This is an optimization exercise on Yosys and OpenROAD, whose aim is small area, a short achievable clock period and few clock cycles, not a production implementation.
No run shown here included a check of the RTL's function; only the layout flow was run.
Power figures rest on the tool's default switching activity, not on a simulated workload.

### flow/config.mk
export PLATFORM = sky130hd
export DESIGN_NAME = user_proj_sdram
export DESIGN_NICKNAME = user_proj_sdram
export VERILOG_FILES = /design/flow/design.v
export SDC_FILE = /design/flow/constraint.sdc
export NUM_CORES = 4
export LEC_CHECK = 0
export CAP_MARGIN = 20
export CORE_MARGIN = 2
export CORE_UTILIZATION = 40
export SLEW_MARGIN = 20
### flow/constraint.sdc
create_clock -name core_clock -period 4.5 [get_ports {wb_clk_i}]
set_input_delay 0.9000 -clock core_clock [delete_from_list [all_inputs] [get_ports {wb_clk_i}]]
set_output_delay 0.9000 -clock core_clock [all_outputs]
set_load 0.01 [all_outputs]
### flow/design.v
`default_nettype none
module sdram_controller (
    input  wire        clk,
    input  wire        rst,
    input  wire        req,
    input  wire        we,
    input  wire [3:0]  sel,
    input  wire [22:0] adr,
    input  wire [31:0] dat_i,
    output wire        ack,
    output wire [31:0] dat_o,
    output wire        sdram_cke,
    output wire        sdram_cs_n,
    output wire        sdram_ras_n,
    output wire        sdram_cas_n,
    output wire        sdram_we_n,
    output wire [3:0]  sdram_dqm,
    output wire [1:0]  sdram_ba,
    output wire [12:0] sdram_a,
    input  wire [31:0] sdram_dqi,
    output wire [31:0] sdram_dqo
);
    localparam [3:0] CMD_NOP       = 4'b0111;
    localparam [3:0] CMD_ACTIVE    = 4'b0011;
    localparam [3:0] CMD_READ      = 4'b0101;
    localparam [3:0] CMD_WRITE     = 4'b0100;
    localparam [3:0] CMD_PRECHARGE = 4'b0010;
    localparam [3:0] CMD_REFRESH   = 4'b0001;
    localparam [9:0] REF_AT = 10'd760;
    reg  [3:0]  cmd_q;
    reg  [1:0]  ba_q;
    reg  [12:0] a_q;
    reg  [31:0] dqo_q;
    reg  [3:0]  dqm_q;
    reg  [3:0]  open_q;
    reg  [12:0] row_q [0:3];
    reg  [2:0]  tact_q [0:3];    
    reg  [2:0]  tref_q;          
    reg  [9:0]  rcnt_q;
    reg         rreq_q;
    reg         cv_q, av_q, bv_q;           
    reg  [22:0] ctag_q, atag_q, btag_q;
    reg         rpend_q;                    
    reg         eon_q;
    reg  [22:0] p0_q, p1_q;
    reg  [7:0]  d0_q, d1_q;
    reg  [22:0] h1_q;
    reg  [11:0] h2_q;
    reg         hseq_q;                     
    reg  [1:0]  hcnt_q;
    integer i;
    wire rd = req & ~we;
    wire wr = req & we;
    wire hit_b = bv_q & (adr == btag_q);
    wire [1:0]  xb = adr[13:12];
    wire [12:0] xr = {adr[1:0], adr[22:14]};
    wire [1:0]  pb = p0_q[13:12];
    wire [12:0] pr = {p0_q[1:0], p0_q[22:14]};
    wire last_act = (cmd_q == CMD_ACTIVE);
    wire last_pre = (cmd_q == CMD_PRECHARGE);
    wire last_wr  = (cmd_q == CMD_WRITE);
    reg [3:0] rw_ok, pre_ok, act_ok, row_hit_x;
    reg       all_pre_ok, ref_ok;
    always @* begin
        all_pre_ok = ~last_wr;
        ref_ok = (tref_q == 3'd7) & ~last_pre & ~(|open_q);
        for (i = 0; i < 4; i = i + 1) begin
            rw_ok[i]  = open_q[i] & (tact_q[i] >= 3'd2);
            pre_ok[i] = (tact_q[i] >= 3'd5) & ~(last_wr & ba_q == i);
            act_ok[i] = (tact_q[i] == 3'd7) & ~last_pre & ~last_act & (tref_q == 3'd7);
            row_hit_x[i] = (row_q[i] == xr);
            if (open_q[i] && tact_q[i] < 3'd5)
                all_pre_ok = 1'b0;
        end
    end
    wire x_rowok = open_q[xb] & row_hit_x[xb];
    wire x_go    = rw_ok[xb] & row_hit_x[xb] & ~rreq_q;
    wire p_go    = eon_q & rw_ok[pb] & (row_q[pb] == pr) & ~rreq_q;
    wire wr_acc = wr & x_go;
    wire rd_ack = rd & hit_b;
    wire miss   = rd & ~hit_b & ~rpend_q;
    assign ack = rd_ack | wr_acc;
    assign dat_o = sdram_dqi;
    reg  [3:0]  cmd_d;
    reg  [1:0]  ba_d;
    reg  [12:0] a_d;
    reg         do_act, do_pre, do_pre_all, do_ref, dir_rd, spec_rd;
    always @* begin
        cmd_d = CMD_NOP;
        ba_d = xb;
        a_d = {3'b000, adr[11:2]};
        do_act = 1'b0;
        do_pre = 1'b0;
        do_pre_all = 1'b0;
        do_ref = 1'b0;
        dir_rd = 1'b0;
        spec_rd = 1'b0;
        if (rreq_q) begin
            a_d[10] = 1'b1;
            if (|open_q) begin
                if (all_pre_ok) begin
                    cmd_d = CMD_PRECHARGE;
                    do_pre_all = 1'b1;
                end
            end else if (ref_ok) begin
                cmd_d = CMD_REFRESH;
                do_ref = 1'b1;
            end
        end else if (wr | miss) begin
            if (x_rowok) begin
                if (x_go) begin
                    cmd_d = wr ? CMD_WRITE : CMD_READ;
                    dir_rd = rd;
                end
            end else if (open_q[xb]) begin
                if (pre_ok[xb]) begin
                    cmd_d = CMD_PRECHARGE;
                    do_pre = 1'b1;
                end
            end else if (act_ok[xb]) begin
                cmd_d = CMD_ACTIVE;
                a_d = xr;
                do_act = 1'b1;
            end
        end else if (p_go) begin
            cmd_d = CMD_READ;
            ba_d = pb;
            a_d = {3'b000, p0_q[11:2]};
            spec_rd = 1'b1;
        end
    end
    assign sdram_cke = 1'b1;
    assign {sdram_cs_n, sdram_ras_n, sdram_cas_n, sdram_we_n} = cmd_q;
    assign sdram_ba = ba_q;
    assign sdram_a = a_q;
    assign sdram_dqo = dqo_q;
    assign sdram_dqm = dqm_q;
    wire        dual = (hcnt_q == 2'd3) & hseq_q & (adr != h1_q + 23'd4);
    wire [22:0] t_p0 = dual ? h1_q + 23'd4 : adr + 23'd4;
    wire [7:0]  t_dx = adr[7:0] - h2_q[7:0];
    wire [22:0] t_p1 = dual ? adr + {15'd0, t_dx} : adr + 23'd8;
    wire [7:0]  t_d0 = dual ? 8'd4 : 8'd8;
    wire [7:0]  t_d1 = dual ? t_dx : 8'd8;
    always @(posedge clk) begin
        if (rst) begin
            cmd_q <= CMD_NOP;
            open_q <= 4'd0;
            for (i = 0; i < 4; i = i + 1)
                tact_q[i] <= 3'd7;
            tref_q <= 3'd7;
            rcnt_q <= 10'd0;
            rreq_q <= 1'b0;
            cv_q <= 1'b0;
            av_q <= 1'b0;
            bv_q <= 1'b0;
            rpend_q <= 1'b0;
            eon_q <= 1'b0;
            hcnt_q <= 2'd0;
        end else begin
            cmd_q <= cmd_d;
            for (i = 0; i < 4; i = i + 1)
                if (tact_q[i] != 3'd7) tact_q[i] <= tact_q[i] + 3'd1;
            if (tref_q != 3'd7) tref_q <= tref_q + 3'd1;
            if (do_act) begin
                open_q[xb] <= 1'b1;
                tact_q[xb] <= 3'd1;
            end
            if (do_pre)
                open_q[xb] <= 1'b0;
            if (do_pre_all)
                open_q <= 4'd0;
            if (do_ref) begin
                tref_q <= 3'd1;
                rcnt_q <= 10'd0;
                rreq_q <= 1'b0;
            end else begin
                rcnt_q <= rcnt_q + 10'd1;
                if (rcnt_q == REF_AT)
                    rreq_q <= 1'b1;
            end
            cv_q <= (dir_rd | spec_rd);
            av_q <= cv_q & ~wr_acc;
            bv_q <= av_q & ~wr_acc;
            rpend_q <= (rpend_q | dir_rd) & ~rd_ack & ~wr_acc;
            if (wr_acc) begin
                eon_q <= 1'b0;
                hcnt_q <= 2'd0;
            end else if (dir_rd)
                eon_q <= 1'b1;
            if (rd_ack && hcnt_q != 2'd3)
                hcnt_q <= hcnt_q + 2'd1;
        end
        ba_q <= ba_d;
        a_q <= a_d;
        dqo_q <= dat_i;
        dqm_q <= ~sel;
        if (do_act)
            row_q[xb] <= xr;
        ctag_q <= spec_rd ? p0_q : adr;
        atag_q <= ctag_q;
        btag_q <= atag_q;
        if (dir_rd) begin
            p0_q <= t_p0;
            p1_q <= t_p1;
            d0_q <= t_d0;
            d1_q <= t_d1;
        end else if (spec_rd) begin
            p0_q <= p1_q;
            p1_q <= p0_q + {15'd0, d0_q};
            d0_q <= d1_q;
            d1_q <= d0_q;
        end
        if (rd_ack) begin
            h1_q <= adr;
            h2_q <= h1_q[11:0];
            hseq_q <= (adr[11:0] == h2_q + 12'd4);
        end
    end
endmodule
`default_nettype wire
`default_nettype none
module user_proj_sdram (
    input  wire        wb_clk_i,
    input  wire        wb_rst_i,
    input  wire        wbs_stb_i,
    input  wire        wbs_cyc_i,
    input  wire        wbs_we_i,
    input  wire [3:0]  wbs_sel_i,
    input  wire [31:0] wbs_dat_i,
    input  wire [31:0] wbs_adr_i,
    output wire        wbs_ack_o,
    output wire [31:0] wbs_dat_o,
    output wire        sdram_cke,
    output wire        sdram_cs_n,
    output wire        sdram_ras_n,
    output wire        sdram_cas_n,
    output wire        sdram_we_n,
    output wire [3:0]  sdram_dqm,
    output wire [1:0]  sdram_ba,
    output wire [12:0] sdram_a,
    input  wire [31:0] sdram_dqi,
    output wire [31:0] sdram_dqo
);
    sdram_controller u_ctrl (
        .clk      (wb_clk_i),
        .rst      (wb_rst_i),
        .req      (wbs_stb_i & wbs_cyc_i),
        .we       (wbs_we_i),
        .sel      (wbs_sel_i),
        .adr      (wbs_adr_i[22:0]),
        .dat_i    (wbs_dat_i),
        .ack      (wbs_ack_o),
        .dat_o    (wbs_dat_o),
        .sdram_cke(sdram_cke),
        .sdram_cs_n(sdram_cs_n),
        .sdram_ras_n(sdram_ras_n),
        .sdram_cas_n(sdram_cas_n),
        .sdram_we_n(sdram_we_n),
        .sdram_dqm(sdram_dqm),
        .sdram_ba (sdram_ba),
        .sdram_a  (sdram_a),
        .sdram_dqi(sdram_dqi),
        .sdram_dqo(sdram_dqo)
    );
endmodule
`default_nettype wire
### flow/run.sh
#!/bin/bash
# synth_recipe.tcl (not shown) runs the flow's synth.tcl, then flattens the netlist and writes it again
# the make line also repeats each setting of config.mk as NAME=value (left out here)
make -C /OpenROAD-flow-scripts/flow DESIGN_CONFIG=/design/flow/config.mk WORK_HOME=/design/flow/orfs CLKGATE_MAP_FILE= SYNTH_SCRIPT=/design/flow/synth_recipe.tcl finish
==> flow_summary.yaml, run 1 <==
drt:
  drt_iter0_drc: 734
  routed-via-count: 11350
  drcViolationCount: 0
  first_pass_iters: 5
  drt-total-wl_um: 42880
  wl_per_cell_um: 20.40
  routed_via_density: 5.400
  final_antenna_net_count: 0
critical_path:
  critPathArrivalTime_ns: 3.34
  startpoint_type: "input port"
  path_class: "input port to primary output"
  timing.critical_path.required_ns: 3.60
  crit_path_max_fanout: 6
  endpoint_kind: "primary output"
yosys:
  post_synthesis_cell_type_count: 70
  synthCells: 1413
  synth_flop_cell: "dfxtp_1"
  synth.largest_area_cell: "edfxtp_1"
  avgSynthCellArea_sq_um: 10.59
  synthTopCellsByArea: "edfxtp_1 (28%), dfxtp_1 (21%), xnor2_1 (6.1%), xor2_1 (4.7%), ha_1 (4.0%)"
  synth_edf_count: 142
  synth.cells.most_frequent: "dfxtp_1 (160), edfxtp_1 (142), nand2_1 (112), xnor2_1 (104), nor2_1 (85)"
  ys_warn_count: 1
  synthArstFlopShare_pct: 0
  yosysSeqAreaShare_pct: 49.89
  yosys_reg_bits: 302
  synth_most_common_cell: "dfxtp_1"
  yosys.area.top_type_share_pct: 28.49
  netlist_area_sq_mm: 0.01497
floorplan:
  boundaryPins: 194
  rows: 70
  dieArea_sq_mm: 0.03898
  height_of_the_die_um: 197.4
  initial_core_util_pct: 40.78
  core_area_sq_mm: 0.03670
  die_x_um: 197.4
global_route:
  grt_remaining_overflow: 0
  first_global_vias: 11330
  grt_start_max_net_pins: 37
  grt_first_pass_wirelength_um: 65820
  number_of_antenna_violations_at_the_first_check_in_global_routing: 0
  grt.total_usage_pct: 22.24
power:
  pnr_total_power_mw: 7.124
  power_per_cell_area_mw_per_mm2: 380.4
  power.ir.vdd_worst_uv: 349.2
  leakage_nw: 7.312
timing:
  hold_viol: 0
  worstMarginPinSlew_ns: 0.8043
  grt_setup_unrepaired: "no"
  skew_ns: 0.01606
  final_min_period_over_clock_period_pct: 94.26
  fin_crit_ns: 4.242
  setup-violations-final: 0
  post-route-worst-setup-slack_ns: 0.2582
  slew-limit-headroom_pct: 46.31
  drv_slew: 0
  clock.fmax_mhz: 235.8
cells_and_area:
  register_area_sq_mm: 0.007467
  diodes: 0
  layout.cells.non_filler: 2102
  fin_nets: 1764
  n_fill_cell: 3280
  multi_input_gate_area_sq_mm: 0.006764
  drive_above_1_share_pct: 16.34
  design_area_sq_mm: 0.01873
  flow.area_growth_from_synthesis_pct: 25.13
place:
  placed_area_sq_mm: 0.01745
  pre_cts_ws_ns: -0.4583
  hpwlAfterDp_um: 31540
  gp_routability_congestion: 0.8800
  dp_cells: 2038
  io_buffer_count: 116
clock_tree:
  cts-buffers-inserted: 36
  count_of_clock_tree_sinks: 302
  cts_root_buf: "clkbuf_16"
  max-clock-path-buffers: 3
  clock_latency_ns: 0.54
  clk_pin_slew_worst_paths_ns: 0.06
  tritoncts: "done"
  clock_tree.htree_level_count: 2
flow_run:
  max-cap-violations: 0
status:
  run_status: "finished clean"
min_path:
  timing.hold.worst.class: "flop to flop"
## flip-flops by register name, indices dropped and copies added (netlist names), 8 cells and up, named ones only
signal,cells
u_ctrl.btag_q,23
u_ctrl.ctag_q,23
u_ctrl.h2_q,12
u_ctrl.p1_q,23
u_ctrl.d1_q,8
u_ctrl.h1_q,23
u_ctrl.d0_q,8
u_ctrl.row_q,44
u_ctrl.dqo_q,32
u_ctrl.tact_q,12
u_ctrl.p0_q,23
u_ctrl.atag_q,23
u_ctrl.rcnt_q,10
u_ctrl.a_q,11
## final timing paths
| kind | slack [ns] | endpoint | start | cells after the start |
|---|---|---|---|---|
| worst min-delay path | 0.32 | u_ctrl.btag_q[19] | u_ctrl.atag_q[19] | 0 |
| worst max-delay path | 0.26 | wbs_ack_o | wbs_adr_i[1] | 11 |
| worst min register to register | 0.32 | u_ctrl.btag_q[19] | u_ctrl.atag_q[19] | 0 |
| worst max register to register | 0.42 | u_ctrl.p0_q[3] | u_ctrl.h1_q[3] | 12 |
## layer usage
layer	part of all wire, %	wire length, um	global-route usage [%]
met5	0	0	0
met4	4.0	1717	10.11
met1	42	18150	28.52
met3	6.6	2842	4.098
met2	47	20170	36.58
## worst max-delay path, cell delays in order
cell and delay [ns]:
clkdlybuf4s50_1 0.44, buf_12 0.16, buf_4 0.16, xor2_1 0.15
nor4_1 0.28, nand4_1 0.20, a31oi_4 0.26, nand2_1 0.09
or3_1 0.33, nand2_1 0.09, dlygate4sd2_1 0.27
## cell type report
cell class,count,share of cell area (%)
Timing Repair Buffer,261,12.95
Inverter,64,1.283
Tap cell,468,3.127
Clock buffer,51,5.993
Clock inverter,13,0.6547
Multi-Input combinational cell,943,36.12
Sequential cell,302,39.87
## kinds of logic after synthesis
logic type,share of synthesized area (%)
other,0.05018
xor gates and xnor gates,10.77
adders and majority gates,4.414
muxes,5.425
AOI/OAI and AO/OA,11.10
DFF,49.89
buffers and inverters,5.292
and+or+nand+nor,13.06
## stage by stage
stage               utilization (%)  TNS (ns)  hold slack [ns]
global route                  51.03         0           0.3296
global placement              47.56    -13.60           0.3102
finish                        51.03         0           0.3234
floorplan                         -         0           0.3096
CTS                           51.02         0           0.3259
detailed placement            47.56    -15.15           0.3121
## power by group
part / internal, mW / total [mW] / switching (mW)
combinational: 0.502 / 0.985 / 0.484
clock: 1.86 / 3.04 / 1.18
sequential: 3.00 / 3.10 / 0.101
total: 5.36 / 7.12 / 1.77
## layout by cell type, fill, tap and decap left out, drive strengths merged, types with 27 or more instances in the layout
master	instances
dfxtp	160
buf	145
edfxtp	142
clkdlybuf4s50	114
nand2	112
xnor2	104
nor2	85
xor2	80
o21ai	76
inv	67
clkbuf	51
ha	48
a21oi	43
nand3	34
nand4	29
mux2	27
## what timing repair did
item,4_1_cts,5_1_grt
gates resized for setup,6,0
hold buffers,0,0
setup buffers,0,0
endpoints found under the setup margin,1,0
==> inputs of run 2 (changes only) <==
--- a/flow/design.v
+++ b/flow/design.v
@@ -38,20 +38,19 @@
     reg  [2:0]  tref_q;          
     reg  [9:0]  rcnt_q;
     reg         rreq_q;
-    reg         cv_q, av_q, bv_q;           
-    reg  [22:0] ctag_q, atag_q, btag_q;
+    reg         av_q, bv_q;
+    reg  [11:0] atag_q, btag_q;
     reg         rpend_q;                    
     reg         eon_q;
     reg  [22:0] p0_q, p1_q;
-    reg  [7:0]  d0_q, d1_q;
+    reg  [7:0]  d0_q, d1_q;                 
     reg  [22:0] h1_q;
-    reg  [11:0] h2_q;
+    reg  [7:0]  h2_q;
     reg         hseq_q;                     
     reg  [1:0]  hcnt_q;
     integer i;
     wire rd = req & ~we;
     wire wr = req & we;
-    wire hit_b = bv_q & (adr == btag_q);
     wire [1:0]  xb = adr[13:12];
     wire [12:0] xr = {adr[1:0], adr[22:14]};
     wire [1:0]  pb = p0_q[13:12];
@@ -74,6 +73,7 @@
         end
     end
     wire x_rowok = open_q[xb] & row_hit_x[xb];
+    wire hit_b   = bv_q & (adr[13:2] == btag_q) & row_hit_x[xb];
     wire x_go    = rw_ok[xb] & row_hit_x[xb] & ~rreq_q;
     wire p_go    = eon_q & rw_ok[pb] & (row_q[pb] == pr) & ~rreq_q;
     wire wr_acc = wr & x_go;
@@ -135,12 +135,14 @@
     assign sdram_a = a_q;
     assign sdram_dqo = dqo_q;
     assign sdram_dqm = dqm_q;
-    wire        dual = (hcnt_q == 2'd3) & hseq_q & (adr != h1_q + 23'd4);
-    wire [22:0] t_p0 = dual ? h1_q + 23'd4 : adr + 23'd4;
-    wire [7:0]  t_dx = adr[7:0] - h2_q[7:0];
-    wire [22:0] t_p1 = dual ? adr + {15'd0, t_dx} : adr + 23'd8;
-    wire [7:0]  t_d0 = dual ? 8'd4 : 8'd8;
-    wire [7:0]  t_d1 = dual ? t_dx : 8'd8;
+    wire        dual = (hcnt_q == 2'd3) & hseq_q & (adr[11:2] != h1_q[11:2] + 10'd1);
+    wire [7:0]  t_dx = adr[9:2] - h2_q;
+    wire [22:0] t_p0 = dual ? {h1_q[22:12], h1_q[11:2] + 10'd1, h1_q[1:0]}
+                            : {adr[22:12], adr[11:2] + 10'd1, adr[1:0]};
+    wire [22:0] t_p1 = dual ? {adr[22:12], adr[11:2] + {2'd0, t_dx}, adr[1:0]}
+                            : {adr[22:12], adr[11:2] + 10'd2, adr[1:0]};
+    wire [7:0]  t_d0 = dual ? 8'd1 : 8'd2;
+    wire [7:0]  t_d1 = dual ? t_dx : 8'd2;
     always @(posedge clk) begin
         if (rst) begin
             cmd_q <= CMD_NOP;
@@ -150,7 +152,6 @@
             tref_q <= 3'd7;
             rcnt_q <= 10'd0;
             rreq_q <= 1'b0;
-            cv_q <= 1'b0;
             av_q <= 1'b0;
             bv_q <= 1'b0;
             rpend_q <= 1'b0;
@@ -178,8 +179,7 @@
                 if (rcnt_q == REF_AT)
                     rreq_q <= 1'b1;
             end
-            cv_q <= (dir_rd | spec_rd);
-            av_q <= cv_q & ~wr_acc;
+            av_q <= (cmd_q == CMD_READ) & ~wr_acc;
             bv_q <= av_q & ~wr_acc;
             rpend_q <= (rpend_q | dir_rd) & ~rd_ack & ~wr_acc;
             if (wr_acc) begin
@@ -196,8 +196,7 @@
         dqm_q <= ~sel;
         if (do_act)
             row_q[xb] <= xr;
-        ctag_q <= spec_rd ? p0_q : adr;
-        atag_q <= ctag_q;
+        atag_q <= {ba_q, a_q[9:0]};
         btag_q <= atag_q;
         if (dir_rd) begin
             p0_q <= t_p0;
@@ -206,14 +205,14 @@
             d1_q <= t_d1;
         end else if (spec_rd) begin
             p0_q <= p1_q;
-            p1_q <= p0_q + {15'd0, d0_q};
+            p1_q <= {p0_q[22:12], p0_q[11:2] + {2'd0, d0_q}, p0_q[1:0]};
             d0_q <= d1_q;
             d1_q <= d0_q;
         end
         if (rd_ack) begin
             h1_q <= adr;
-            h2_q <= h1_q[11:0];
-            hseq_q <= (adr[11:0] == h2_q + 12'd4);
+            h2_q <= h1_q[9:2];
+            hseq_q <= (adr[9:2] == h2_q + 8'd1);
         end
     end
 endmodule
--- a/flow/config.mk
+++ b/flow/config.mk
@@ -8,4 +8,5 @@
 export CAP_MARGIN = 20
 export CORE_MARGIN = 2
 export CORE_UTILIZATION = 40
+export SETUP_SLACK_MARGIN = 1.5
 export SLEW_MARGIN = 20
==> run 2 against run 1 <==
Effect of this change:
- synthesized cell count fell by 22%
- still clean on timing, DRC and antenna
- highest routed layer is now met5
- clock power down 26%
- critical endpoint unchanged
- cell count is 19% lower
- critical path depth is 2 lower
- largest cell class unchanged
- combinational power is 3.4% lower
==> flow_summary.yaml, run 2 <==
floorplan:
  rows: 64
  core_area_sq_mm: 0.03043
  die_x_um: 179.5
  dieArea_sq_mm: 0.03223
  initial_core_util_pct: 40.50
  height_of_the_die_um: 179.5
  boundaryPins: 194
yosys:
  compound_gate_fraction_of_synth_area_pct: 10.98
  yosys.area_share.simple_pct: 11.56
  synth_top_family_by_area: "simple AND/OR/NAND/NOR gates"
  netlist_area_sq_mm: 0.01232
  yosys_reg_bits: 252
  synthCells: 1104
  yosysSeqAreaShare_pct: 52.15
  muxShareOfSynthArea_pct: 5.046
  post_synthesis_cell_type_count: 70
  ys_warn_count: 1
  synth_flop_cell: "edfxtp_1"
  synthArstFlopShare_pct: 0
  avgSynthCellArea_sq_um: 11.16
  synth.largest_area_cell: "edfxtp_1"
  synth_xor_xnor_area_share_pct: 9.564
  synth_most_common_cell: "edfxtp_1"
  synth.cells.most_frequent: "edfxtp_1 (138), dfxtp_1 (114), xnor2_1 (110), nand2_1 (101), o21ai_0 (54)"
  synthTopCellsByArea: "edfxtp_1 (34%), dfxtp_1 (19%), xnor2_1 (7.8%), ha_1 (4.8%), nand2_1 (3.1%)"
  synth_edf_count: 138
  synth-adder-area-share_pct: 5.259
  yosys.area.top_type_share_pct: 33.63
place:
  hpwlAfterDp_um: 22300
  io_buffer_count: 116
  pre_cts_ws_ns: 0.04776
  gp_routability_congestion: 0.8367
  placed_area_sq_mm: 0.01423
timing:
  drv_slew: 0
  clock.fmax_mhz: 287.2
  post-route-worst-setup-slack_ns: 1.019
  grt_setup_unrepaired: "yes"
  slew-limit-headroom_pct: 44.48
  setup-violations-final: 0
  final_min_period_over_clock_period_pct: 77.36
  worstMarginPinSlew_ns: 0.8303
  fin_crit_ns: 3.481
  skew_ns: 0.01149
  setup_total_negative_slack_ns: 0
  hold_viol: 0
power:
  leakage_nw: 6.142
  power.ir.vdd_worst_uv: 269.3
  power_per_cell_area_mw_per_mm2: 361.9
cells_and_area:
  n_fill_cell: 2668
  flow.area_growth_from_synthesis_pct: 31.55
  multi_input_gate_area_sq_mm: 0.005968
  flip_flop_count_of_the_largest_register_after_layout: 44
  register_area_sq_mm: 0.006426
  fin_nets: 1434
  layout.cells.most_common: "edfxtp_1"
  largest_register: "u_ctrl.row_q"
  finish.utilization_pct: 53.27
  diodes: 0
  design_area_sq_mm: 0.01621
  layout_common_cells: "edfxtp_1 (138), dfxtp_1 (114), xnor2_1 (104)"
  drive_above_1_share_pct: 23.92
  biggestRegsByFlops: "u_ctrl.row_q (44), u_ctrl.dqo_q (32)"
critical_path:
  timing.critical_path.required_ns: 3.60
  startpoint_type: "input port"
  crit_path_max_delay_cell_type: "or4_4"
  crit_family: "simple AND/OR/NAND/NOR gates"
  crit_path_start: "wbs_adr_i[18]"
  worst_path_buf_inv: 2
  r2r_slack_ns: 1.20
  endpoint_kind: "primary output"
  critical_path.reg2reg.endpoint: "u_ctrl.p0_q[13]"
  timing.critical_path.mode_cell: "buf_6"
  rr_startpoint: "u_ctrl.row_q[2][7]"
  cpPeakStageDelay_ns: 0.54
  worst-r2r-cell-count: 9
  crit_path_max_fanout: 3
  path_class: "input port to primary output"
  crit_path_cell_chain: "buf_6, xor2_2, or4_4, nor3_4, o21ai_2, o22ai_2, nand3_2, nand2_2, buf_6"
  critPathArrivalTime_ns: 2.58
clock_tree:
  clock_tree.htree_level_count: 1
  cts_root_buf: "clkbuf_16"
  max-clock-path-buffers: 3
  count_of_clock_tree_sinks: 252
  tritoncts: "done"
  cts-buffers-inserted: 29
  clk_pin_slew_worst_paths_ns: 0.06
  clock_latency_ns: 0.57
drt:
  routed-via-count: 8902
  first_pass_iters: 6
  wl_per_cell_um: 18.76
  drt-total-wl_um: 31810
  drt_iter0_drc: 601
  final_antenna_net_count: 0
  routed_via_density: 5.249
  drcViolationCount: 0
global_route:
  first_global_vias: 8988
  grt_remaining_overflow: 0
  grt_first_pass_wirelength_um: 49910
  grt.total_usage_pct: 19.37
  number_of_antenna_violations_at_the_first_check_in_global_routing: 1
  grt_start_max_net_pins: 34
min_path:
  hold_depth: 0
  hold_end: "u_ctrl.btag_q[11]"
  min_from: "u_ctrl.atag_q[11]"
  timing.hold.worst.class: "flop to flop"
status:
  run_status: "finished clean"
flow_run:
  max-cap-violations: 0
==> run 2: changes by cell type in the layout (fill, tap and decap cells not counted), moves of 17 or more <==
cell and change:
a21oi_1 -17, nor2_1 -41, buf_4 -40, o21ai_1 +21
o21ai_0 -53, clkdlybuf4s50_1 -22, dfxtp_1 -46, inv_1 -27
mux2_2 -22, xor2_1 -64
==> run 2: repair_timing <==
action | in CTS | in global routing
buffers inserted | 35 | 15
hold buffers | 0 | 0
resized for setup | 122 | 74
endpoints found under the hold margin | 0 | 0
setup endpoints to repair | 233 | 157
gates cloned | 3 | 0
pin swaps | 37 | 34
==> run 2: kinds of logic after synthesis <==
family,count (synthesis)
XOR/XNOR,133
multiplexers,44
other,2
buffers and inverters,131
AND/OR/NAND/NOR,289
AO/OA/AOI/OAI,203
flip-flops,252
adder cells (fa/ha/maj),50
==> run 2: worst max path at each step <==
stage	end	cells past startpoint
2_1_floorplan	u_ctrl.p1_q[11]	16
3_3_place_gp	wbs_ack_o	10
3_5_place_dp	wbs_ack_o	10
4_1_cts	wbs_ack_o	8
5_1_grt	wbs_ack_o	8
6_report	wbs_ack_o	9
==> run 2: report_power, final <==
part | total (mW) | internal [mW] | leakage [nW] | switching, mW
registers | 2.67 | 2.55 | 2.19 | 0.115
clock network | 2.25 | 1.32 | 0.449 | 0.931
logic | 0.952 | 0.498 | 3.50 | 0.454
total | 5.87 | 4.37 | 6.14 | 1.50
==> run 2: per-layer routing <==
metal / wire length (um) / share of wire, % / track usage (%) / vias to the layer above
met3: 1848 / 5.8 / 4.011 / 62
met1: 13620 / 43 / 24.98 / 4283
met2: 15290 / 48 / 32.44 / 272
li1: - / - / - / 4283
met5: 7 / 0.022 / 0 / -
met4: 1047 / 3.3 / 6.602 / 2
==> run 2: stage by stage <==
stage	hold WS (ns)	cells	power (mW)
final	0.3250	1696	5.867
after detailed placement	0.3121	1591	3.600
after global routing	0.3349	1696	6.145
after global placement	0.3110	1591	3.580
after CTS	0.3254	1681	5.895
after floorplan	0.3096	1106	3.312
==> run 2: cell type report <==
type                            count  share of cell area [%]
Timing Repair Buffer              232                   13.87
Clock inverter                      5                  0.2547
Sequential cell                   252                   39.64
Clock buffer                       47                   5.357
Tap cell                          396                   3.057
Multi-Input combinational cell    723                   36.82
Inverter                           41                   1.003
==> inputs of run 3 (changes only) <==
--- a/flow/config.mk
+++ b/flow/config.mk
@@ -8,5 +8,4 @@
 export CAP_MARGIN = 20
 export CORE_MARGIN = 2
 export CORE_UTILIZATION = 40
-export SETUP_SLACK_MARGIN = 1.5
 export SLEW_MARGIN = 20
==> run 3 against run 2 <==
Effect of this change:
- die area is the same
- non-clock buffer count shrank 37
- global-route usage shrank 1.0 points
- core utilization shrank 3.6 points
- cell count shrank 2.1%
- design area shrank 6.7%
- hold slack is essentially flat
- count of clock-buffer cells in the layout shrank 11
- fmax shrank 18%
- setup slack lost 0.74 ns
- combinational power shrank about 10%
- wire length shrank 5.2%
- critical path type unchanged
==> flow_summary.yaml, run 3 <==
yosys:
  yosysSeqAreaShare_pct: 52.15
  netlist_area_sq_mm: 0.01232
  synthCells: 1104
  synth.cells.most_frequent: "edfxtp_1 (138), dfxtp_1 (114), xnor2_1 (110), nand2_1 (101), o21ai_0 (54)"
  synth_most_common_cell: "edfxtp_1"
  ys_warn_count: 1
  synth.largest_area_cell: "edfxtp_1"
  yosys.area.top_type_share_pct: 33.63
  post_synthesis_cell_type_count: 70
  synth_flop_cell: "edfxtp_1"
  synthTopCellsByArea: "edfxtp_1 (34%), dfxtp_1 (19%), xnor2_1 (7.8%), ha_1 (4.8%), nand2_1 (3.1%)"
  synthArstFlopShare_pct: 0
  yosys_reg_bits: 252
  synth_edf_count: 138
  avgSynthCellArea_sq_um: 11.16
critical_path:
  crit_path_max_delay_cell_type: "clkdlybuf4s50_1"
  timing.critical_path.mode_cell: "buf_4"
  startpoint_type: "input port"
  path_class: "input port to primary output"
  cpPeakStageDelay_ns: 0.63
  crit_path_max_fanout: 5
  worst_path_buf_inv: 4
  timing.critical_path.required_ns: 3.60
  endpoint_kind: "primary output"
  critPathArrivalTime_ns: 3.32
  crit_path_cell_chain: "clkdlybuf4s50_1, buf_4, xnor2_1, nand4_1, nor3_1, buf_4, o21ai_1, o22ai_1, nand3_1, nand2_1, dlygate4sd2_1"
  crit_family: "buffers and inverters"
floorplan:
  height_of_the_die_um: 179.5
  boundaryPins: 194
  die_x_um: 179.5
  rows: 64
  initial_core_util_pct: 40.50
  core_area_sq_mm: 0.03043
  dieArea_sq_mm: 0.03223
drt:
  final_antenna_net_count: 0
  drcViolationCount: 0
  routed_via_density: 5.200
  first_pass_iters: 5
  wl_per_cell_um: 18.15
  drt-total-wl_um: 30150
  drt_iter0_drc: 592
  routed-via-count: 8638
timing:
  worstMarginPinSlew_ns: 0.7796
  hold_viol: 0
  drv_slew: 0
  grt_setup_unrepaired: "no"
  setup_total_negative_slack_ns: 0
  clock.fmax_mhz: 237.0
  hold_ws_ns: 0.3249
  final_min_period_over_clock_period_pct: 93.78
  setup-violations-final: 0
  slew-limit-headroom_pct: 47.71
  skew_ns: 0.01253
  fin_crit_ns: 4.220
  post-route-worst-setup-slack_ns: 0.2798
global_route:
  grt_first_pass_wirelength_um: 47300
  grt_start_max_net_pins: 39
  first_global_vias: 8632
  grt_remaining_overflow: 0
  number_of_antenna_violations_at_the_first_check_in_global_routing: 0
  grt.total_usage_pct: 18.36
cells_and_area:
  largest_register: "u_ctrl.row_q"
  drive_above_1_share_pct: 13.44
  layout.cells.non_filler: 1661
  diodes: 0
  design_area_sq_mm: 0.01512
  biggestRegsByFlops: "u_ctrl.row_q (44), u_ctrl.dqo_q (32)"
  fin_nets: 1397
  flow.area_growth_from_synthesis_pct: 22.70
  finish.utilization_pct: 49.69
  layout.cells.most_common: "edfxtp_1"
  flip_flop_count_of_the_largest_register_after_layout: 44
  layout_common_cells: "edfxtp_1 (138), dfxtp_1 (114), clkdlybuf4s50_1 (114)"
clock_tree:
  count_of_clock_tree_sinks: 252
  clock_latency_ns: 0.55
  clk_pin_slew_worst_paths_ns: 0.06
  tritoncts: "done"
  cts-buffers-inserted: 29
  cts_root_buf: "clkbuf_16"
  postCtsSetupRepairBufs: 0
  clock_tree.htree_level_count: 1
  max-clock-path-buffers: 3
power:
  internal_power_mw: 4.384
  power.share.clock_pct: 40.2
  pnr_total_power_mw: 5.891
  power.ir.vdd_worst_uv: 291.9
  power_frac_comb_pct: 14.6
  leakage_nw: 5.768
  switching_power_mw: 1.507
  power_per_cell_area_mw_per_mm2: 389.6
  p_seq_share_pct: 45.2
  fraction_of_power_spent_switching_nets_pct: 25.59
status:
  run_status: "finished clean"
min_path:
  timing.hold.worst.class: "flop to flop"
place:
  gp_routability_congestion: 0.8314
  pre_cts_ws_ns: -0.06611
  io_buffer_count: 116
  placed_area_sq_mm: 0.01413
  dp_cells: 1607
  hpwlAfterDp_um: 22090
flow_run:
  max-cap-violations: 0
run 3: cell counts after synthesis:
Identical to the previous run, type by type.
run 3: per-layer routing:
metal | vias up | GRT usage (%) | share of wire (%)
met5 | - | 0 | 0
met4 | 0 | 5.919 | 3.0
met3 | 55 | 3.343 | 5.5
met2 | 244 | 30.74 | 47
met1 | 4124 | 24.12 | 44
li1 | 4215 | - | -
run 3: power by group through the flow:
stage / clock (mW) / combinational [mW] / sequential, mW
after floorplan: 0 / 0.572 / 2.70
after CTS: 2.42 / 0.868 / 2.67
after global routing: 2.52 / 0.969 / 2.68
after global placement: 0 / 0.845 / 2.71
final: 2.37 / 0.857 / 2.66
after detailed placement: 0 / 0.864 / 2.72
run 3: path summary, 6_finish.rpt:
path	startpoint	end	slack (ns)	cells past startpoint
hold reg to reg	u_ctrl.atag_q[11]	u_ctrl.btag_q[11]	0.32	0
setup reg to reg	u_ctrl.h1_q[2]	u_ctrl.p0_q[13]	0.81	10
hold / removal	u_ctrl.atag_q[11]	u_ctrl.btag_q[11]	0.32	0
setup / recovery	wbs_adr_i[14]	wbs_ack_o	0.28	11
run 3: cell type report:
class / instances / area [sq um]
Timing Repair Buffer: 195 / 1802
Fill cell: 2763 / 15310
Clock buffer: 36 / 868.3
Inverter: 41 / 153.9
Sequential cell: 252 / 6426
Multi-Input combinational cell: 723 / 5256
Tap cell: 396 / 495.5
Clock inverter: 18 / 118.9
run 3: kinds of logic (layout without fill, tap and decap cells):
| kind of cell | count (synthesis) | after routing | share of synthesized area, % |
|---|---|---|---|
| AO/OA/AOI/OAI | 203 | 203 | 10.98 |
| XOR/XNOR | 133 | 133 | 9.564 |
| adder cells (fa/ha/maj) | 50 | 50 | 5.259 |
| buffers and inverters | 131 | 290 | 5.381 |
| flip-flops | 252 | 252 | 52.15 |
| multiplexers | 44 | 44 | 5.046 |
| other | 2 | 4 | 0.06094 |
| AND/OR/NAND/NOR | 289 | 289 | 11.56 |
run 3: what timing repair did:
item | 4_1_cts | 5_1_grt
hold buffers | 0 | 0
resized for setup | 3 | 0
setup endpoints to repair | 1 | 0
==> inputs of run 4 (changes only) <==
--- a/flow/design.v
+++ b/flow/design.v
@@ -42,9 +42,9 @@
     reg  [11:0] atag_q, btag_q;
     reg         rpend_q;                    
     reg         eon_q;
-    reg  [22:0] p0_q, p1_q;
-    reg  [7:0]  d0_q, d1_q;                 
-    reg  [22:0] h1_q;
+    reg  [11:0] p0_q, p1_q;                 
+    reg  [5:0]  d0_q, d1_q;                 
+    reg  [11:0] h1_q;
     reg  [7:0]  h2_q;
     reg         hseq_q;                     
     reg  [1:0]  hcnt_q;
@@ -53,8 +53,7 @@
     wire wr = req & we;
     wire [1:0]  xb = adr[13:12];
     wire [12:0] xr = {adr[1:0], adr[22:14]};
-    wire [1:0]  pb = p0_q[13:12];
-    wire [12:0] pr = {p0_q[1:0], p0_q[22:14]};
+    wire [1:0]  pb = p0_q[11:10];
     wire last_act = (cmd_q == CMD_ACTIVE);
     wire last_pre = (cmd_q == CMD_PRECHARGE);
     wire last_wr  = (cmd_q == CMD_WRITE);
@@ -75,7 +74,7 @@
     wire x_rowok = open_q[xb] & row_hit_x[xb];
     wire hit_b   = bv_q & (adr[13:2] == btag_q) & row_hit_x[xb];
     wire x_go    = rw_ok[xb] & row_hit_x[xb] & ~rreq_q;
-    wire p_go    = eon_q & rw_ok[pb] & (row_q[pb] == pr) & ~rreq_q;
+    wire p_go    = eon_q & rw_ok[pb] & ~rreq_q;
     wire wr_acc = wr & x_go;
     wire rd_ack = rd & hit_b;
     wire miss   = rd & ~hit_b & ~rpend_q;
@@ -125,7 +124,7 @@
         end else if (p_go) begin
             cmd_d = CMD_READ;
             ba_d = pb;
-            a_d = {3'b000, p0_q[11:2]};
+            a_d = {3'b000, p0_q[9:0]};
             spec_rd = 1'b1;
         end
     end
@@ -135,14 +134,13 @@
     assign sdram_a = a_q;
     assign sdram_dqo = dqo_q;
     assign sdram_dqm = dqm_q;
-    wire        dual = (hcnt_q == 2'd3) & hseq_q & (adr[11:2] != h1_q[11:2] + 10'd1);
+    wire        dual = (hcnt_q == 2'd3) & hseq_q & (adr[11:2] != h1_q[9:0] + 10'd1);
     wire [7:0]  t_dx = adr[9:2] - h2_q;
-    wire [22:0] t_p0 = dual ? {h1_q[22:12], h1_q[11:2] + 10'd1, h1_q[1:0]}
-                            : {adr[22:12], adr[11:2] + 10'd1, adr[1:0]};
-    wire [22:0] t_p1 = dual ? {adr[22:12], adr[11:2] + {2'd0, t_dx}, adr[1:0]}
-                            : {adr[22:12], adr[11:2] + 10'd2, adr[1:0]};
-    wire [7:0]  t_d0 = dual ? 8'd1 : 8'd2;
-    wire [7:0]  t_d1 = dual ? t_dx : 8'd2;
+    wire [11:0] t_p0 = dual ? {h1_q[11:10], h1_q[9:0] + 10'd1}
+                            : {adr[13:12], adr[11:2] + 10'd1};
+    wire [11:0] t_p1 = {adr[13:12], adr[11:2] + (dual ? {4'd0, t_dx[5:0]} : 10'd2)};
+    wire [5:0]  t_d0 = dual ? 6'd1 : 6'd2;
+    wire [5:0]  t_d1 = dual ? t_dx[5:0] : 6'd2;
     always @(posedge clk) begin
         if (rst) begin
             cmd_q <= CMD_NOP;
@@ -205,13 +203,13 @@
             d1_q <= t_d1;
         end else if (spec_rd) begin
             p0_q <= p1_q;
-            p1_q <= {p0_q[22:12], p0_q[11:2] + {2'd0, d0_q}, p0_q[1:0]};
+            p1_q <= {p0_q[11:10], p0_q[9:0] + {4'd0, d0_q}};
             d0_q <= d1_q;
             d1_q <= d0_q;
         end
         if (rd_ack) begin
-            h1_q <= adr;
-            h2_q <= h1_q[9:2];
+            h1_q <= adr[13:2];
+            h2_q <= h1_q[7:0];
             hseq_q <= (adr[9:2] == h2_q + 8'd1);
         end
     end
--- a/flow/config.mk
+++ b/flow/config.mk
@@ -8,4 +8,5 @@
 export CAP_MARGIN = 20
 export CORE_MARGIN = 2
 export CORE_UTILIZATION = 40
+export SETUP_SLACK_MARGIN = 1.5
 export SLEW_MARGIN = 20
==> run 4 against run 3 <==
Effect of this change:
- die area is 17% lower
- power shrank 15%
- critical path type unchanged
- register-to-register slack better by 0.12 ns
- cell count shrank 14%
- still clean
- design area decreased by 11%
- largest cell class unchanged
- sequential share of layout area fell by 3.3 points
- hold slack worse by 0.0014 ns
- count of clock-buffer cells in the layout increased by 1
==> flow_summary.yaml, run 4 <==
drt:
  route.met3.wl_um: 1382
  route.top_layer_used: "met4"
  drt-met1-wl_um: 11160
  final_antenna_net_count: 0
  drt_iter0_drc: 427
  drt-total-wl_um: 23810
  routed-via-count: 7083
  drcViolationCount: 0
  first_pass_iters: 5
  wl_per_cell_um: 16.69
  met2RoutedLength_um: 10870
  routed_via_density: 4.964
floorplan:
  dieArea_sq_mm: 0.02659
  initial_core_util_pct: 40.43
  height_of_the_die_um: 163.1
  rows: 58
  die_x_um: 163.1
  boundaryPins: 194
  core_area_sq_mm: 0.02504
yosys:
  synth.cells.most_frequent: "dfxtp_1 (112), edfxtp_1 (101), xor2_1 (72), nand2_1 (53), xnor2_1 (53)"
  netlist_area_sq_mm: 0.01012
  synth_most_common_cell: "dfxtp_1"
  synthCells: 901
  synth_edf_count: 101
  synthArstFlopShare_pct: 0
  yosysSeqAreaShare_pct: 52.11
  avgSynthCellArea_sq_um: 11.23
  synth_flop_cell: "dfxtp_1"
  ys_warn_count: 1
  post_synthesis_cell_type_count: 75
  synthTopCellsByArea: "edfxtp_1 (30%), dfxtp_1 (22%), xor2_1 (6.2%), ha_1 (4.9%), xnor2_1 (4.6%)"
  synth.largest_area_cell: "edfxtp_1"
  yosys_reg_bits: 213
  yosys.area.top_type_share_pct: 29.96
cells_and_area:
  flip_flop_count_of_the_largest_register_after_layout: 44
  flow.area_growth_from_synthesis_pct: 32.88
  layout.cells.non_filler: 1427
  biggestRegsByFlops: "u_ctrl.row_q (44), u_ctrl.dqo_q (32)"
  layout.cells.most_common: "dfxtp_1"
  layout_common_cells: "dfxtp_1 (112), edfxtp_1 (101), buf_4 (93)"
  diodes: 0
  largest_register: "u_ctrl.row_q"
  n_fill_cell: 2183
  fin_nets: 1228
  drive_above_1_share_pct: 24.25
critical_path:
  crit_path_max_fanout: 7
  path_class: "input port to primary output"
  crit_path_start: "wbs_adr_i[1]"
  crit_path_max_delay_cell_type: "nor4_2"
  timing.critical_path.mode_cell: "buf_6"
  cpPeakStageDelay_ns: 0.35
  crit_path_cell_chain: "buf_6, xor2_2, nor4_2, nand3_1, a22oi_4, buf_6, nand3_4, nor3_4, or2_4, buf_6"
  critPathArrivalTime_ns: 2.68
  rr_startpoint: "u_ctrl.h1_q[1]"
  startpoint_type: "input port"
  endpoint_kind: "primary output"
  worst_path_buf_inv: 3
  crit_family: "simple AND/OR/NAND/NOR gates"
  timing.critical_path.required_ns: 3.60
clock_tree:
  clk_pin_slew_worst_paths_ns: 0.05
  count_of_clock_tree_sinks: 213
  cts_root_buf: "clkbuf_16"
  clock_tree.htree_level_count: 1
  clock_latency_ns: 0.51
  cts-buffers-inserted: 24
  max-clock-path-buffers: 3
  cts.hold.buffers_added: 0
  tritoncts: "done"
status:
  run_status: "finished clean"
timing:
  slew-limit-headroom_pct: 40.57
  post-route-worst-setup-slack_ns: 0.9170
  fin_crit_ns: 3.583
  clock.fmax_mhz: 279.1
  worstMarginPinSlew_ns: 0.8887
  setup_total_negative_slack_ns: 0
  drv_slew: 0
  hold_viol: 0
  skew_ns: 0.01133
  grt_setup_unrepaired: "yes"
  setup-violations-final: 0
  final_min_period_over_clock_period_pct: 79.62
place:
  pre_cts_ws_ns: -0.06287
  hpwlAfterDp_um: 16440
  dp_cells: 1337
  io_buffer_count: 116
  gp_routability_congestion: 0.8177
global_route:
  first_global_vias: 7003
  grt_remaining_overflow: 0
  number_of_antenna_violations_at_the_first_check_in_global_routing: 0
  grt_first_pass_wirelength_um: 37540
  grt.total_usage_pct: 17.90
  grt_start_max_net_pins: 37
min_path:
  timing.hold.worst.class: "flop to flop"
  min_from: "u_ctrl.atag_q[5]"
power:
  power_per_cell_area_mw_per_mm2: 373.5
  leakage_nw: 5.357
  power.ir.vdd_worst_uv: 321.2
  pnr_total_power_mw: 5.024
flow_run:
  max-cap-violations: 0
run 4: final cells by class:
class,instances,area [sq um],share of cell area (%)
multi-input combinational,571,4672,34.73
inverter,40,153.9,1.144
sequential,213,5275,39.22
clock inverter,6,31.28,0.2326
timing repair buffer,230,2153,16.01
clock buffer,37,752.0,5.591
tap,330,412.9,3.070
run 4: cells by family after synthesis:
kind of cell    count (synthesis)  share of synthesized area [%]
buf+inv                       120                          6.897
compound gates                142                          9.135
fa+ha+maj                      43                          5.538
xor+xnor                      126                          11.04
other cells                     2                        0.07419
simple gates                  230                          12.13
mux                            25                          3.078
flops                         213                          52.11
run 4: path summary, 6_finish.rpt:
check	end	slack [ns]	depth (start not counted)
worst max-delay path	wbs_ack_o	0.92	10
worst min-delay path	u_ctrl.btag_q[5]	0.32	0
worst max register to register	u_ctrl.p1_q[9]	0.93	15
worst min register to register	u_ctrl.btag_q[5]	0.32	0
run 4: metrics by stage:
step / hold slack (ns) / cell area [sq um] / util (%)
after floorplan: 0.3096 / 10260 / -
after global placement: 0.3111 / 11800 / 47.12
after detailed placement: 0.3121 / 11800 / 47.12
after CTS: 0.3242 / 13120 / 52.42
after global routing: 0.3249 / 13450 / 53.72
final: 0.3235 / 13450 / 53.72
run 4: repair_timing:
item                       4_1_cts  5_1_grt
resized for setup              129       32
setup endpoints to repair      165      119
pin swaps                       38       21
cloned                           3        2
setup buffers                   28       14
run 4: worst register-to-register path: stages, from the launching register on:
cell       delay [ns]
edfxtp_1         0.50
ha_4             0.33
xnor2_2          0.09
nand2_1          0.08
nor4_2           0.33
o2111ai_2        0.20
o211a_1          0.28
buf_6            0.14
and2_4           0.14
ha_4             0.24
a21o_1           0.20
a21oi_2          0.18
nor3b_4          0.25
a21oi_2          0.10
xnor2_2          0.17
mux2i_1          0.08
run 4: per-layer routing:
| metal | track usage (%) | up-vias |
|---|---|---|
| met5 | 0 | - |
| met4 | 3.942 | 0 |
| met3 | 3.860 | 29 |
| met2 | 28.52 | 206 |
| met1 | 25.10 | 3364 |
| li1 | - | 3484 |
run 4: power by group:
part / total (mW) / internal, mW / switching [mW]
Clock: 1.91 / 1.15 / 0.760
Combinational: 0.844 / 0.447 / 0.397
Sequential: 2.27 / 2.16 / 0.114
Total: 5.02 / 3.75 / 1.27
==> inputs of run 5 (changes only) <==
--- a/flow/config.mk
+++ b/flow/config.mk
@@ -5,8 +5,9 @@
 export SDC_FILE = /design/flow/constraint.sdc
 export NUM_CORES = 4
 export LEC_CHECK = 0
+export ABC_CLOCK_PERIOD_IN_PS = 2500
 export CAP_MARGIN = 20
 export CORE_MARGIN = 2
-export CORE_UTILIZATION = 40
-export SETUP_SLACK_MARGIN = 1.5
+export CORE_UTILIZATION = 55
+export SETUP_SLACK_MARGIN = 2.0
 export SLEW_MARGIN = 20
==> run 5 against run 4 <==
Effect of this change:
- highest routed layer unchanged
- critical endpoint unchanged
- clock power is 6% higher
- power grew 4.5%
- synthesized cell count stayed put
- die area down 27%
- sequential share of layout area down 2.3 points
- sequential power about the same
- largest power group unchanged
- non-clock buffer count up 41
- largest cell class unchanged
- cell count is 4.1% lower
==> flow_summary.yaml, run 5 <==
floorplan:
  rows: 49
  boundaryPins: 194
  height_of_the_die_um: 139.7
  initial_core_util_pct: 56.16
  dieArea_sq_mm: 0.01950
  core_area_sq_mm: 0.01802
  die_x_um: 139.7
status:
  run_status: "finished clean"
drt:
  final_antenna_net_count: 0
  drt-total-wl_um: 28930
  routed-via-count: 7785
  route.met3.wl_um: 1964
  routed_via_density: 5.687
  drt_iter0_drc: 620
  wl_per_cell_um: 21.14
  met2RoutedLength_um: 14150
  route.top_layer_used: "met4"
  first_pass_iters: 5
  drt-met1-wl_um: 11430
  drcViolationCount: 0
min_path:
  min_from: "u_ctrl.atag_q[2]"
  hold_depth: 0
  hold_end: "u_ctrl.btag_q[2]"
  timing.hold.worst.class: "flop to flop"
critical_path:
  worst-r2r-cell-count: 14
  crit_path_max_fanout: 5
  path_class: "input port to primary output"
  startpoint_type: "input port"
  crit_path_max_delay_cell_type: "nor4_2"
  timing.critical_path.mode_cell: "buf_6"
  r2r_slack_ns: 1.00
  endpoint_kind: "primary output"
  critical_path.reg2reg.endpoint: "u_ctrl.p1_q[9]"
  cpPeakStageDelay_ns: 0.31
  rr_startpoint: "u_ctrl.h1_q[0]"
  critPathArrivalTime_ns: 2.64
  timing.critical_path.required_ns: 3.60
  crit_path_cell_chain: "buf_8, buf_6, xor2_2, nor4_2, nand3_2, a21oi_4, buf_6, nand3_4, nor3_4, or2_4, buf_6"
clock_tree:
  cts_root_buf: "clkbuf_16"
  clk_pin_slew_worst_paths_ns: 0.06
  clock_tree.htree_level_count: 1
  cts.hold.buffers_added: 0
  clock_latency_ns: 0.53
  max-clock-path-buffers: 3
  count_of_clock_tree_sinks: 213
  cts-buffers-inserted: 24
  tritoncts: "done"
global_route:
  grt_remaining_overflow: 0
  first_global_vias: 7752
  grt_start_max_net_pins: 30
  grt_first_pass_wirelength_um: 41590
  grt.total_usage_pct: 27.12
  number_of_antenna_violations_at_the_first_check_in_global_routing: 0
yosys:
  ys_warn_count: 1
  synth_edf_count: 101
  synth.cells.most_frequent: "dfxtp_1 (112), edfxtp_1 (101), xor2_1 (72), nand2_1 (53), xnor2_1 (53)"
  synthCells: 901
  yosys_reg_bits: 213
  synthArstFlopShare_pct: 0
  synth_flop_cell: "dfxtp_1"
  synthTopCellsByArea: "edfxtp_1 (30%), dfxtp_1 (22%), xor2_1 (6.2%), ha_1 (4.9%), xnor2_1 (4.6%)"
  synth.largest_area_cell: "edfxtp_1"
  synth_most_common_cell: "dfxtp_1"
  post_synthesis_cell_type_count: 75
  avgSynthCellArea_sq_um: 11.23
  yosysSeqAreaShare_pct: 52.11
  netlist_area_sq_mm: 0.01012
  yosys.area.top_type_share_pct: 29.96
power:
  leakage_nw: 5.727
  power_per_cell_area_mw_per_mm2: 366.8
  power.ir.vdd_worst_uv: 398.3
place:
  gp_routability_congestion: 0.9044
  placed_area_sq_mm: 0.01173
  pre_cts_ws_ns: -0.06866
  hpwlAfterDp_um: 17460
  io_buffer_count: 116
cells_and_area:
  flow.area_growth_from_synthesis_pct: 41.41
  drive_above_1_share_pct: 30.26
  n_fill_cell: 1081
  flip_flop_count_of_the_largest_register_after_layout: 44
  layout_common_cells: "dfxtp_1 (110), edfxtp_1 (101), buf_4 (94)"
  finish.utilization_pct: 79.41
  multi_input_gate_area_sq_mm: 0.005012
  register_area_sq_mm: 0.005278
  design_area_sq_mm: 0.01431
  diodes: 0
  biggestRegsByFlops: "u_ctrl.row_q (44), u_ctrl.dqo_q (32)"
  fin_nets: 1270
  layout.cells.most_common: "dfxtp_1"
  largest_register: "u_ctrl.row_q"
timing:
  setup_total_negative_slack_ns: 0
  final_min_period_over_clock_period_pct: 78.66
  slew-limit-headroom_pct: 43.66
  clock.fmax_mhz: 282.5
  post-route-worst-setup-slack_ns: 0.9605
  setup-violations-final: 0
  worstMarginPinSlew_ns: 0.8425
  fin_crit_ns: 3.540
  drv_slew: 0
  skew_ns: 0.01955
  hold_viol: 0
  hold_ws_ns: 0.3281
  grt_setup_unrepaired: "yes"
flow_run:
  max-cap-violations: 0
[run 5: final cells by class]
cell class	count	area share, %
clock buffers	32	4.948
inverters	40	1.171
repair buffers	271	19.15
flip-flops and latches	213	36.87
multi-input cells	571	35.02
clock inverters	12	0.7605
well taps	229	2.002
repair inverters	1	0.07867
[run 5: worst max path at each step]
stage	from	to
floorplan	wbs_adr_i[16]	wbs_ack_o
global placement	wbs_adr_i[0]	wbs_ack_o
detailed placement	wbs_adr_i[0]	wbs_ack_o
CTS	wbs_adr_i[16]	wbs_ack_o
global route	u_ctrl.h1_q[0]	u_ctrl.p1_q[8]
finish	wbs_adr_i[16]	wbs_ack_o
[run 5: kinds of logic after synthesis]
kind of cell,synth area share (%)
buffers and inverters,6.897
AOI/OAI and AO/OA,9.135
muxes,3.078
other,0.07419
DFF,52.11
xor gates and xnor gates,11.04
adders and majority gates,5.538
and+or+nand+nor,12.13
[run 5: per-stage QoR]
step	cells	power, mW
floorplan	903	2.855
global placement	1230	3.069
detailed placement	1230	3.123
CTS	1332	5.200
global route	1369	5.455
finish	1369	5.250
[run 5: report_power, final]
| part | switching (mW) | internal, mW |
|---|---|---|
| Combinational | 0.454 | 0.497 |
| Clock | 0.800 | 1.22 |
| Sequential | 0.119 | 2.16 |
[run 5: critical path: cells and delay by family]
| family | cells | cell delay, ns |
|---|---|---|
| AO/OA/AOI/OAI | 1 | 0.23 |
| AND/OR/NAND/NOR | 5 | 0.89 |
| buffers and inverters | 4 | 0.46 |
| XOR/XNOR | 1 | 0.16 |
[run 5: what timing repair did]
item / CTS / global route
gates resized for setup: 182 / 83
endpoints found under the setup margin: 176 / 177
setup buffers: 51 / 30
pin swaps: 59 / 48
gates cloned: 7 / 7
[run 5: per-layer routing]
| metal | global-route usage, % | vias to the layer above |
|---|---|---|
| met4 | 11.42 | 0 |
| met1 | 34.98 | 3771 |
| met2 | 45.77 | 345 |
| li1 | - | 3562 |
| met3 | 4.233 | 107 |
| met5 | 0 | - |
==> inputs of run 6 (changes only) <==
--- a/flow/design.v
+++ b/flow/design.v
@@ -73,12 +73,20 @@
     end
     wire x_rowok = open_q[xb] & row_hit_x[xb];
     wire hit_b   = bv_q & (adr[13:2] == btag_q) & row_hit_x[xb];
+    wire       col_eq = (adr[11:2] == btag_q[9:0]);
+    reg  [3:0] ack_b;
+    always @* begin
+        for (i = 0; i < 4; i = i + 1)
+            ack_b[i] = (xb == i) & row_hit_x[i] &
+                       ((rd & col_eq & bv_q & (btag_q[11:10] == i)) |
+                        (wr & rw_ok[i] & ~rreq_q));
+    end
     wire x_go    = rw_ok[xb] & row_hit_x[xb] & ~rreq_q;
     wire p_go    = eon_q & rw_ok[pb] & ~rreq_q;
     wire wr_acc = wr & x_go;
     wire rd_ack = rd & hit_b;
     wire miss   = rd & ~hit_b & ~rpend_q;
-    assign ack = rd_ack | wr_acc;
+    assign ack = |ack_b;
     assign dat_o = sdram_dqi;
     reg  [3:0]  cmd_d;
     reg  [1:0]  ba_d;
==> flow/config.mk (replaced) <==
export PLATFORM = sky130hd
export DESIGN_NAME = user_proj_sdram
export DESIGN_NICKNAME = user_proj_sdram
export VERILOG_FILES = /design/flow/design.v
export SDC_FILE = /design/flow/constraint.sdc
export NUM_CORES = 4
export LEC_CHECK = 0
export ABC_AREA = 1
export CAP_MARGIN = 20
export CORE_MARGIN = 2
export CORE_UTILIZATION = 40
export SETUP_SLACK_MARGIN = 1.5
export SLEW_MARGIN = 20
==> run 6 against run 5 <==
Effect of this change:
- largest cell class unchanged
- first-iteration DRC count shrank 22%
- setup slack better by 0.12 ns
- highest routed layer unchanged
- die area increased by 41%
- global-route usage decreased by 8.6 points
- combinational power shrank about 10%
- critical path type unchanged
- critical path depth grew 1
- flip-flop and latch count unchanged
- design area decreased by 2.6%
- critical endpoint unchanged
==> flow_summary.yaml, run 6 <==
clock_tree:
  cts-buffers-inserted: 25
  count_of_clock_tree_sinks: 213
  clk_pin_slew_worst_paths_ns: 0.06
  cts.hold.buffers_added: 0
  cts_root_buf: "clkbuf_16"
  clock_tree.htree_level_count: 1
  tritoncts: "done"
  clock_latency_ns: 0.53
  max-clock-path-buffers: 3
cells_and_area:
  n_fill_cell: 2375
  drive_above_1_share_pct: 20.58
  layout_common_cells: "nand2_1 (264), dfxtp_1 (112), inv_1 (107)"
  register_area_sq_mm: 0.005275
  finish.utilization_pct: 53.96
  layout.cells.non_filler: 1715
  biggestRegsByFlops: "u_ctrl.row_q (44), u_ctrl.dqo_q (32)"
  fin_nets: 1510
  flip_flop_count_of_the_largest_register_after_layout: 44
  diodes: 0
  flow.area_growth_from_synthesis_pct: 33.29
  largest_register: "u_ctrl.row_q"
  layout.cells.most_common: "nand2_1"
  multi_input_gate_area_sq_mm: 0.004823
min_path:
  timing.hold.worst.class: "flop to flop"
timing:
  grt_setup_unrepaired: "yes"
  setup-violations-final: 0
  hold_viol: 0
  fin_crit_ns: 3.424
  worstMarginPinSlew_ns: 0.6212
  final_min_period_over_clock_period_pct: 76.08
  skew_ns: 0.02573
  drv_slew: 0
  setup_total_negative_slack_ns: 0
  slew-limit-headroom_pct: 58.20
  hold_ws_ns: 0.3199
  clock.fmax_mhz: 292.1
global_route:
  grt_first_pass_wirelength_um: 41700
  grt.total_usage_pct: 18.57
  grt_start_max_net_pins: 29
  first_global_vias: 8086
  number_of_antenna_violations_at_the_first_check_in_global_routing: 0
  grt_util_met1_pct: 24.36
  grt_remaining_overflow: 0
  global_route.peak_usage_layer: "met2"
  met2_usage_pct: 31.01
  grtUsageMet3_pct: 3.369
power:
  leakage_nw: 5.884
  power.ir.vdd_worst_uv: 347.9
  power_per_cell_area_mw_per_mm2: 369.5
drt:
  final_antenna_net_count: 0
  routed_via_density: 4.882
  routed-via-count: 8372
  drcViolationCount: 0
  wl_per_cell_um: 15.44
  drt_iter0_drc: 484
  drt-total-wl_um: 26480
  first_pass_iters: 5
yosys:
  synth_most_common_cell: "nand2_1"
  yosysSeqAreaShare_pct: 50.44
  synth.cells.most_frequent: "nand2_1 (279), inv_1 (118), dfxtp_1 (112), edfxtp_1 (101), nor2_1 (94)"
  synthCells: 1177
  avgSynthCellArea_sq_um: 8.886
  post_synthesis_cell_type_count: 53
  netlist_area_sq_mm: 0.01046
  yosys.area.top_type_share_pct: 29.00
  synthArstFlopShare_pct: 0
  synth_edf_count: 101
  synth_flop_cell: "dfxtp_1"
  ys_warn_count: 1
  synthTopCellsByArea: "edfxtp_1 (29%), dfxtp_1 (21%), nand2_1 (10%), ha_1 (4.5%), xor2_1 (4.5%)"
  synth.largest_area_cell: "edfxtp_1"
  yosys_reg_bits: 213
critical_path:
  timing.critical_path.mode_cell: "nand4_1"
  startpoint_type: "input port"
  crit_path_max_fanout: 4
  timing.critical_path.required_ns: 3.60
  critPathArrivalTime_ns: 2.52
  path_class: "input port to primary output"
  crit_path_max_delay_cell_type: "o32ai_4"
  endpoint_kind: "primary output"
  cpPeakStageDelay_ns: 0.23
  crit_path_cell_chain: "buf_8, inv_6, or2_4, nand4_1, nor2_1, nand3b_1, nor2_2, nand2_2, o32ai_4, nand2_1, nand4_1, buf_2"
place:
  io_buffer_count: 116
  hpwlAfterDp_um: 17870
  gp_routability_congestion: 0.8859
  dp_cells: 1589
floorplan:
  height_of_the_die_um: 165.7
  rows: 59
  dieArea_sq_mm: 0.02746
  initial_core_util_pct: 40.48
  core_area_sq_mm: 0.02584
  die_x_um: 165.7
  boundaryPins: 194
status:
  run_status: "finished clean"
flow_run:
  max-cap-violations: 0
[run 6: cell count changes after synthesis, sizes merged, moves of 11 or more]
cell	before	now
nand2	53	285
mux2i	12	1
xor2	72	54
xnor2	53	28
o21ai	43	85
nand3	30	57
nor2	49	98
inv	40	127
nor3	14	27
[run 6: routing by layer]
| layer | vias up | share of wire [%] |
|---|---|---|
| met1 | 3891 | 45 |
| li1 | 4206 | - |
| met5 | - | 0 |
| met2 | 233 | 48 |
| met4 | 0 | 2.3 |
| met3 | 42 | 5.2 |
[run 6: critical path, delay by kind of cell]
kind | cells | cell delay, ns
AOI/OAI and AO/OA | 1 | 0.23
buffers and inverters | 3 | 0.31
and+or+nand+nor | 8 | 1.07
[run 6: worst paths after layout]
path                         start                to  slack, ns  cells past startpoint
setup reg to reg    u_ctrl.h1_q[2]    u_ctrl.d1_q[3]       1.25                     23
hold reg to reg   u_ctrl.atag_q[6]  u_ctrl.btag_q[6]       0.32                      0
setup / recovery      wbs_adr_i[9]         wbs_ack_o       1.08                     12
hold / removal    u_ctrl.atag_q[6]  u_ctrl.btag_q[6]       0.32                      0
[run 6: logic make-up (layout without fill, tap and decap cells)]
family,after synthesis,in the layout,share of synthesized area [%]
other,2,4,0.07181
multiplexers,1,1,0.09571
adder cells (fa/ha/maj),41,41,5.120
XOR/XNOR,83,83,7.082
AND/OR/NAND/NOR,499,503,20.64
flip-flops,213,213,50.44
buffers and inverters,195,392,8.889
AO/OA/AOI/OAI,143,143,7.668
[run 6: layout make-up]
cell class              count  area share [%]
inverters                 129           3.868
clock buffers              34           5.663
flip-flops and latches    213           37.84
multi-input cells         775           34.60
repair buffers            220           14.56
clock inverters             9          0.4667
well taps                 335           3.007
[run 6: power breakdown]
part,switching (mW),leakage [nW],internal (mW)
clock,0.804,0.427,1.23
combinational,0.472,3.62,0.382
sequential,0.0989,1.84,2.16
[run 6: per-stage QoR]
step / setup slack (ns) / power (mW) / area [sq um]
after floorplan: 1.197 / 2.839 / 10630
after global placement: 0.2309 / 3.082 / 11900
after detailed placement: 0.2470 / 3.097 / 11900
after CTS: 1.080 / 5.175 / 13460
after global routing: 0.9976 / 5.427 / 13940
final: 1.076 / 5.151 / 13940
[run 6: repair_timing]
action / 4_1_cts / 5_1_grt
setup endpoints to repair: 164 / 114
endpoints found under the hold margin: 0 / 0
resized for setup: 142 / 76
pin swaps: 54 / 50
cloned: 3 / 1
setup buffers: 54 / 25

[port drivers added, routing unchanged]
In the flow no input, the clock included, has a driving cell. The finished layouts below were timed again as built, in two steps. Step 1: set_driving_cell puts a clkbuf_16 on wb_clk_i and a buf_2 on each other input, an assumption about the parent block. Step 2 also shifts input and output timing later by t, the mid clock arrival at the registers, as if the neighbouring blocks saw the same clock. Three values: ideal ports, drivers, drivers and shift; two values: the first two.
| run | t (ns) | setup WS [ns] | worst setup path at the end |
|---|---|---|---|
| run 1 | 0.589 | 0.258 / 0.236 / -0.276 | input to register |
| run 2 | 0.613 | 1.019 / 0.976 / 0.653 | input to register |
| run 3 | 0.594 | 0.280 / 0.257 / -0.056 | input to register |
| run 4 | 0.554 | 0.917 / 0.877 / 0.442 | input to register |
| run 5 | 0.567 | 0.960 / 0.921 / 0.493 | input to register |
| run 6 | 0.567 | 1.076 / 1.034 / 0.680 | input to register |
With both steps, setup timing fails in run 1 and run 3, where it was met with ideal ports. The setup slack of run 1, which loses most, moves by -0.022 ns with the drivers and by -0.534 ns with both steps.
